Context: an optimization exercise on an open-source flow, tuned for small area. The choices shown serve that exercise and are no tape-out recipe.
At most, simulation tests tie the RTL to the original design; equivalence was not proved.
Power figures rest on the tool's default switching activity, not on a simulated workload.

run A:
==> flow/design.v (excerpt) <==
module fir(clk, din, reset, dout);
input clk;
input signed [7:0] din;
input reset;
output signed [15:0] dout;
reg [7:0] x1;
reg [7:0] x2;
reg [7:0] x3;
reg [7:0] x4;
reg [7:0] x5;
reg [7:0] x6;
reg [7:0] x7;
reg [7:0] x8;
reg [7:0] x9;
reg [7:0] x10;
reg [7:0] x11;
reg [7:0] x12;
wire [1:0] rn, rp;
iv ri0 (.a(reset), .y(rn[0]));
iv rj0 (.a(rn[0]), .y(rp[0]));
iv ri1 (.a(reset), .y(rn[1]));
iv rj1 (.a(rn[1]), .y(rp[1]));
wire [7:0] d1;
an r1 (.a(rn[0]), .b(din[0]), .y(d1[0]));
an r2 (.a(rn[0]), .b(din[1]), .y(d1[1]));
an r3 (.a(rn[0]), .b(din[2]), .y(d1[2]));
an r4 (.a(rn[0]), .b(din[3]), .y(d1[3]));
an r5 (.a(rn[1]), .b(din[4]), .y(d1[4]));
an r6 (.a(rn[1]), .b(din[5]), .y(d1[5]));
an r7 (.a(rn[1]), .b(din[6]), .y(d1[6]));
an r8 (.a(rn[1]), .b(din[7]), .y(d1[7]));
wire [7:0] d2;
nd r9 (.a(rn[0]), .b(x1[0]), .y(d2[0]));
nd r10 (.a(rn[0]), .b(x1[1]), .y(d2[1]));
nd r11 (.a(rn[0]), .b(x1[2]), .y(d2[2]));
nd r12 (.a(rn[0]), .b(x1[3]), .y(d2[3]));
nd r13 (.a(rn[1]), .b(x1[4]), .y(d2[4]));
nd r14 (.a(rn[1]), .b(x1[5]), .y(d2[5]));
nd r15 (.a(rn[1]), .b(x1[6]), .y(d2[6]));
an r16 (.a(rn[1]), .b(x1[7]), .y(d2[7]));
wire [7:0] d3;
nr r17 (.a(rp[0]), .b(x2[0]), .y(d3[0]));
nr r18 (.a(rp[0]), .b(x2[1]), .y(d3[1]));
nr r19 (.a(rp[0]), .b(x2[2]), .y(d3[2]));
nr r20 (.a(rp[0]), .b(x2[3]), .y(d3[3]));
nr r21 (.a(rp[1]), .b(x2[4]), .y(d3[4]));
nr r22 (.a(rp[1]), .b(x2[5]), .y(d3[5]));
nr r23 (.a(rp[1]), .b(x2[6]), .y(d3[6]));
nd r24 (.a(rn[1]), .b(x2[7]), .y(d3[7]));
wire [7:0] d4;
nd r25 (.a(rn[0]), .b(x3[0]), .y(d4[0]));
nd r26 (.a(rn[0]), .b(x3[1]), .y(d4[1]));
nd r27 (.a(rn[0]), .b(x3[2]), .y(d4[2]));
nd r28 (.a(rn[0]), .b(x3[3]), .y(d4[3]));
nd r29 (.a(rn[1]), .b(x3[4]), .y(d4[4]));
nd r30 (.a(rn[1]), .b(x3[5]), .y(d4[5]));
nd r31 (.a(rn[1]), .b(x3[6]), .y(d4[6]));
nr r32 (.a(rp[1]), .b(x3[7]), .y(d4[7]));
wire [7:0] d5;
nr r33 (.a(rp[0]), .b(x4[0]), .y(d5[0]));
nr r34 (.a(rp[0]), .b(x4[1]), .y(d5[1]));
nr r35 (.a(rp[0]), .b(x4[2]), .y(d5[2]));
nr r36 (.a(rp[0]), .b(x4[3]), .y(d5[3]));
nr r37 (.a(rp[1]), .b(x4[4]), .y(d5[4]));
nr r38 (.a(rp[1]), .b(x4[5]), .y(d5[5]));
nr r39 (.a(rp[1]), .b(x4[6]), .y(d5[6]));
nd r40 (.a(rn[1]), .b(x4[7]), .y(d5[7]));
wire [7:0] d6;
nd r41 (.a(rn[0]), .b(x5[0]), .y(d6[0]));
  ...
For scale: about 450 cells after synthesis, about 0.0059 mm^2 of cells after synthesis.
export LEC_CHECK = 0
export CAP_MARGIN = 20
export CORE_MARGIN = 2
export CORE_UTILIZATION = 60
export CTS_BUF_LIST = sky130_fd_sc_hd__clkbuf_4 sky130_fd_sc_hd__clkbuf_8
export GPL_ROUTABILITY_DRIVEN = 0
export GPL_TIMING_DRIVEN = 0
export PLACE_DENSITY = 0.7
export SETUP_SLACK_MARGIN = -0.1
export SLEW_MARGIN = 20
export SYNTH_HIERARCHICAL = 1
export SYNTH_MINIMUM_KEEP_SIZE = 0
create_clock -name core_clock -period 6.5 [get_ports {clk}]
standard.sh (not shown) runs the stock make flow with config.mk's settings and CLKGATE_MAP_FILE= SYNTH_SCRIPT=/design/flow/synth_recipe.tcl, a recipe that flattens the netlist after the stock synthesis.
==> flow/flow/run.sh <==
#!/bin/bash
# Layout flow: the standard flow (standard.sh, unchanged synthesis), with
# the ports buffered by the smallest buffer and no dummy loads on the clock tree.
set -euo pipefail
bash standard.sh \
  BUFFER_PORTS_ARGS="-buffer_cell sky130_fd_sc_hd__buf_1" \
  CTS_ARGS="-sink_clustering_enable -repair_clock_nets -buf_list {sky130_fd_sc_hd__clkbuf_4 sky130_fd_sc_hd__clkbuf_8} -dont_use_dummy_load" \
  finish > flow.log 2>&1
Setup changes, run A to run B
Settings: SETUP_SLACK_MARGIN now -0.3, was -0.1.
==> notes.md <==
Average routed wire per standard cell delta for run B relative to run A: 0.36% lower
Wire length of the first global-routing pass, run B vs run A: down slightly
Of run A and run B, only run B fails to finish with a clean layout.
Run B: all stages done; final checks FAILED (setup timing).
Share of total power in the clock network of run A is on par with run B.
What run C does differently from run B at the input level:
Settings: swapping 60 for 50 in CORE_UTILIZATION; swapping 0.7 for 0.6 in PLACE_DENSITY; clearing SETUP_SLACK_MARGIN, which used to be -0.3.
Notes after the runs:
First-iteration DRC count: run C higher than run B. Global-route usage ends up lower on run C. Run C vs. run B: fraction of the cycle the final worst path needs went down by 4.0 points. The higher portion of total power attributed to sequential cells of run B and run C is in run B. On worst hold slack, run B and run C are basically level. Run C completed; timing, DRC and antenna clean. Compared to run B, run C has count of placed standard cells including taps about 1.6% higher.

---

Setup of run 1:
Another version of the RTL of fir (not shown whole).
Size: ~110 flip-flops, roughly 26 I/O pins, about 6300 um2 of cells after synthesis.
Settings: LEC_CHECK=0, ABC_AREA=1, CAP_MARGIN=20, CORE_MARGIN=2, CORE_UTILIZATION=40, CTS_BUF_LIST=sky130_fd_sc_hd__clkbuf_4 sky130_fd_sc_hd__clkbuf_8, SLEW_MARGIN=20, SYNTH_HIERARCHICAL=1, SYNTH_MINIMUM_KEEP_SIZE=0; clock period 6.5 ns.
run.sh (not shown) runs the stock make flow with config.mk's settings and CLKGATE_MAP_FILE= SYNTH_SCRIPT=/design/flow/synth_recipe.tcl, a recipe that flattens the netlist after the stock synthesis.
Stock flow here: none of the scripts above is used.
diff inputs: run 1 => run 2
Settings: GPL_ROUTABILITY_DRIVEN now 0, previously not set; GPL_TIMING_DRIVEN now 0, previously not set; CORE_UTILIZATION now 70, was 40; PLACE_DENSITY now 0.8, previously not set.
==> flow/flow/run.sh (new file) <==
#!/bin/bash
# Layout flow: the standard flow (standard.sh, unchanged synthesis), with
# the ports buffered by the smallest buffer and no dummy loads on the clock tree.
set -euo pipefail
bash standard.sh \
  BUFFER_PORTS_ARGS="-buffer_cell sky130_fd_sc_hd__buf_1" \
  CTS_ARGS="-sink_clustering_enable -repair_clock_nets -buf_list {sky130_fd_sc_hd__clkbuf_4 sky130_fd_sc_hd__clkbuf_8} -dont_use_dummy_load" \
  finish > flow.log 2>&1
==> flow/standard.sh (new file) <==
#!/bin/bash
# synth_recipe.tcl (not shown) runs the flow's synth.tcl, then flattens the netlist and writes it again
# the make line also repeats each setting of config.mk as NAME=value (left out here)
make -C /OpenROAD-flow-scripts/flow DESIGN_CONFIG=/design/flow/config.mk WORK_HOME=/design/flow/orfs CLKGATE_MAP_FILE= SYNTH_SCRIPT=/design/flow/synth_recipe.tcl "${@:-finish}"
removed: flow/run.sh
==> comparison <==
Run 2 against run 1: starting density of the core increased 31 points; final number of hold-violating endpoints essentially unchanged; width of the die decreased 31 um.
Critical path required time in run 2 is 0.02 ns below run 1.
Compared run 2 vs run 1, and global-route usage is up in run 2.
Run 2 gives more minimum period implied by the final worst setup slack than run 1 did.
Per the comparison of run 2 with run 1, worst hold slack down 0.014 ns; static leakage power moved down; number of buffers added to fix hold violations after cts ~0 delta; share of the clock period used by the worst path rose by 0.95 points; worst setup slack dropped 0.062 ns.
Looking at critical setup path kind, the input pin to flip-flop result is from run 1; the flip-flop to flip-flop one comes from run 2.
--- input diff run 2..run 3 ---
Settings: CTS_BUF_LIST no longer set, was sky130_fd_sc_hd__clkbuf_4 sky130_fd_sc_hd__clkbuf_8; CORE_UTILIZATION now 40, was 70; PLACE_DENSITY no longer set, was 0.8; GPL_ROUTABILITY_DRIVEN no longer set, was 0; GPL_TIMING_DRIVEN no longer set, was 0; ABC_AREA no longer set, was 1.
==> flow/run.sh (new file) <==
#!/bin/bash
# synth_recipe.tcl (not shown) runs the flow's synth.tcl, then flattens the netlist and writes it again
# the make line also repeats each setting of config.mk as NAME=value (left out here)
make -C /OpenROAD-flow-scripts/flow DESIGN_CONFIG=/design/flow/config.mk WORK_HOME=/design/flow/orfs CLKGATE_MAP_FILE= SYNTH_SCRIPT=/design/flow/synth_recipe.tcl finish
removed: flow/flow/run.sh
removed: flow/standard.sh
==> notes.md <==
Run 3: full flow OK, the timing, DRC and antenna checks passed
Run 3 vs. run 2: area fraction in compound gates after synthesis went up; total standard cell area after synthesis went up; area share of buffers outside the clock network went up; wire length after detailed routing went down; met3 usage in global routing went down.
The overall routing resource usage in run 3 sits 14 points below the value recorded for run 2.

---

== job 101 ==
Another version of the RTL of fir (not shown whole).
Size: about 6300 um2 of cells after synthesis.
==> flow/design.v (excerpt) <==
module fir(clk, din, reset, dout);
input clk;
input signed [7:0] din;
input reset;
output signed [15:0] dout;
reg [7:0] x1;
reg [7:0] x2;
reg [7:0] x3;
reg [7:0] x4;
reg [7:0] x5;
reg [7:0] x6;
reg [7:0] x7;
reg [7:0] x8;
reg [7:0] x9;
reg [7:0] x10;
reg [7:0] x11;
reg [7:0] x12;
always @(posedge clk) begin
  x1 <= reset ? 8'h90 : (din ^ 8'h90);
  x2 <= reset ? 8'h7f : (x1 ^ 8'hef);
  x3 <= reset ? 8'h80 : (x2 ^ 8'hff);
  x4 <= reset ? 8'hff : (x3 ^ 8'h7f);
  x5 <= reset ? 8'h00 : (x4 ^ 8'hff);
  x6 <= reset ? 8'h7f : (x5 ^ 8'h7f);
  x7 <= reset ? 8'h00 : (x6 ^ 8'h7f);
  x8 <= reset ? 8'hff : (x7 ^ 8'hff);
  x9 <= reset ? 8'h80 : (x8 ^ 8'h7f);
  x10 <= reset ? 8'h7f : (x9 ^ 8'hff);
  x11 <= reset ? 8'h85 : (x10 ^ 8'hfa);
  x12 <= reset ? 8'h5a : (x11 ^ 8'hdf);
end
wire s1;
wire c2;
wire s3;
wire c4;
wire s5;
wire c6;
wire s7;
wire c8;
wire s9;
wire c10;
wire s11;
wire c12;
wire s13;
wire c14;
wire s15;
wire c16;
  ...
==> flow/config.mk <==
export PLATFORM = sky130hd
export DESIGN_NAME = fir
export DESIGN_NICKNAME = fir
export VERILOG_FILES = /design/flow/design.v
export SDC_FILE = /design/flow/constraint.sdc
export NUM_CORES = 4
export LEC_CHECK = 0
export ABC_AREA = 1
export CAP_MARGIN = 5
export CORE_MARGIN = 2
export CORE_UTILIZATION = 80
export CTS_BUF_LIST = sky130_fd_sc_hd__clkbuf_4 sky130_fd_sc_hd__clkbuf_8
export GPL_ROUTABILITY_DRIVEN = 0
export GPL_TIMING_DRIVEN = 0
export PLACE_DENSITY = 0.85
export SLEW_MARGIN = 5
export SYNTH_HIERARCHICAL = 1
export SYNTH_MINIMUM_KEEP_SIZE = 0
==> flow/constraint.sdc <==
create_clock -name core_clock -period 6.5 [get_ports {clk}]
set_input_delay 1.3000 -clock core_clock [delete_from_list [all_inputs] [get_ports {clk}]]
set_output_delay 1.3000 -clock core_clock [all_outputs]
set_load 0.01 [all_outputs]
standard.sh (not shown) runs the stock make flow with config.mk's settings and CLKGATE_MAP_FILE= SYNTH_SCRIPT=/design/flow/synth_recipe.tcl, a recipe that flattens the netlist after the stock synthesis.
==> flow/flow/run.sh <==
#!/bin/bash
# Layout flow: the standard flow (standard.sh, unchanged synthesis), with
# the ports buffered by the smallest buffer and no dummy loads on the clock tree.
set -euo pipefail
bash standard.sh \
  BUFFER_PORTS_ARGS="-buffer_cell sky130_fd_sc_hd__buf_1" \
  CTS_ARGS="-sink_clustering_enable -repair_clock_nets -buf_list {sky130_fd_sc_hd__clkbuf_4 sky130_fd_sc_hd__clkbuf_8} -dont_use_dummy_load" \
  finish > flow.log 2>&1
The flow for job 101 finished, though final verification flagged negative setup slack.
> inputs changed (job 101 -> job 102)
# job 101
export LEC_CHECK = 0
export ABC_AREA = 1
export CAP_MARGIN = 5
export CORE_MARGIN = 2
export CORE_UTILIZATION = 80
export CTS_BUF_LIST = sky130_fd_sc_hd__clkbuf_4 sky130_fd_sc_hd__clkbuf_8
export GPL_ROUTABILITY_DRIVEN = 0
export GPL_TIMING_DRIVEN = 0
export PLACE_DENSITY = 0.85
export SLEW_MARGIN = 5
export SYNTH_HIERARCHICAL = 1
export SYNTH_MINIMUM_KEEP_SIZE = 0
create_clock -name core_clock -period 6.5 [get_ports {clk}]
# job 102
export LEC_CHECK = 0
export ABC_AREA = 1
export CAP_MARGIN = 20
export CORE_MARGIN = 2
export CORE_UTILIZATION = 70
export CTS_BUF_LIST = sky130_fd_sc_hd__clkbuf_4 sky130_fd_sc_hd__clkbuf_8
export GPL_ROUTABILITY_DRIVEN = 0
export GPL_TIMING_DRIVEN = 0
export PLACE_DENSITY = 0.8
export SLEW_MARGIN = 20
export SYNTH_HIERARCHICAL = 1
export SYNTH_MINIMUM_KEEP_SIZE = 0
create_clock -name core_clock -period 6.5 [get_ports {clk}]
- Job 102 finished every stage and its layout cleared the timing, DRC and antenna checks.
- Signed area change from the synthesized netlist to the final layout: job 102 vs job 101 down 0.24 points
- The slowest cell on the critical path comes out sky130_fd_sc_hd__fa_1 in one run and sky130_fd_sc_hd__fa_2 in the other, namely in job 101 and job 102 respectively.
- When the final numbers for job 102 and job 101 were put side by side, the number of buffers and inverters on the critical path turned out to be smaller in job 102.
- Re number of inserted filler cells in the final layout: job 102 and job 101 aren't equal, and the higher value belongs to job 102.
- Diff job 101 -> job 102 | full die area | up by more than 10%
- Initial standard-cell utilization of the core in job 102 vs job 101: down 9.7 points
No functional check of the RTL was part of any run of this note.

## separate check: timing with driven ports
Ports are ideal in the flow. The routed layouts listed here were re-timed in OpenROAD. Step 1 sets driving cells, clkbuf_16 on the clock port and buf_2 on the other inputs (assumed; they add their load-dependent delay and slew). Step 2 adds t to the input delays and takes it off the output delays; t is the mean of the earliest and latest rising clock arrival at the registers after step 1. Input paths then give back, and output paths get back, about the clock's delay inside the block. Three values: no drivers, after step 1, after step 2; two values: the first two.
| run | shift t [ns] | slack for setup (ns) | pins driven straight from the clock port |
|---|---|---|---|
| run A | 0.394 | 0.109 / 0.109 / -0.022 | 1 |
| run B | 0.394 | -0.034 / -0.034 / -0.034 | 1 |
| run C | 0.409 | 0.227 / 0.227 / -0.003 | 1 |
| run 1 | 0.422 | 0.163 / 0.170 / -0.246 | 1 |
| run 2 | 0.404 | 0.102 / 0.102 / -0.016 | 1 |
| run 3 | 0.385 | 0.081 / 0.092 / -0.293 | 1 |
| job 101 | 0.398 | -0.101 / -0.101 / -0.237 | 1 |
| job 102 | 0.386 | 0.113 / 0.113 / -0.004 | 1 |
With both steps, setup timing fails in 6 of these runs, where it was met with ideal ports. For run 1, which loses most, drivers alone change the setup slack by +0.007 ns; drivers and shift together by -0.409 ns.
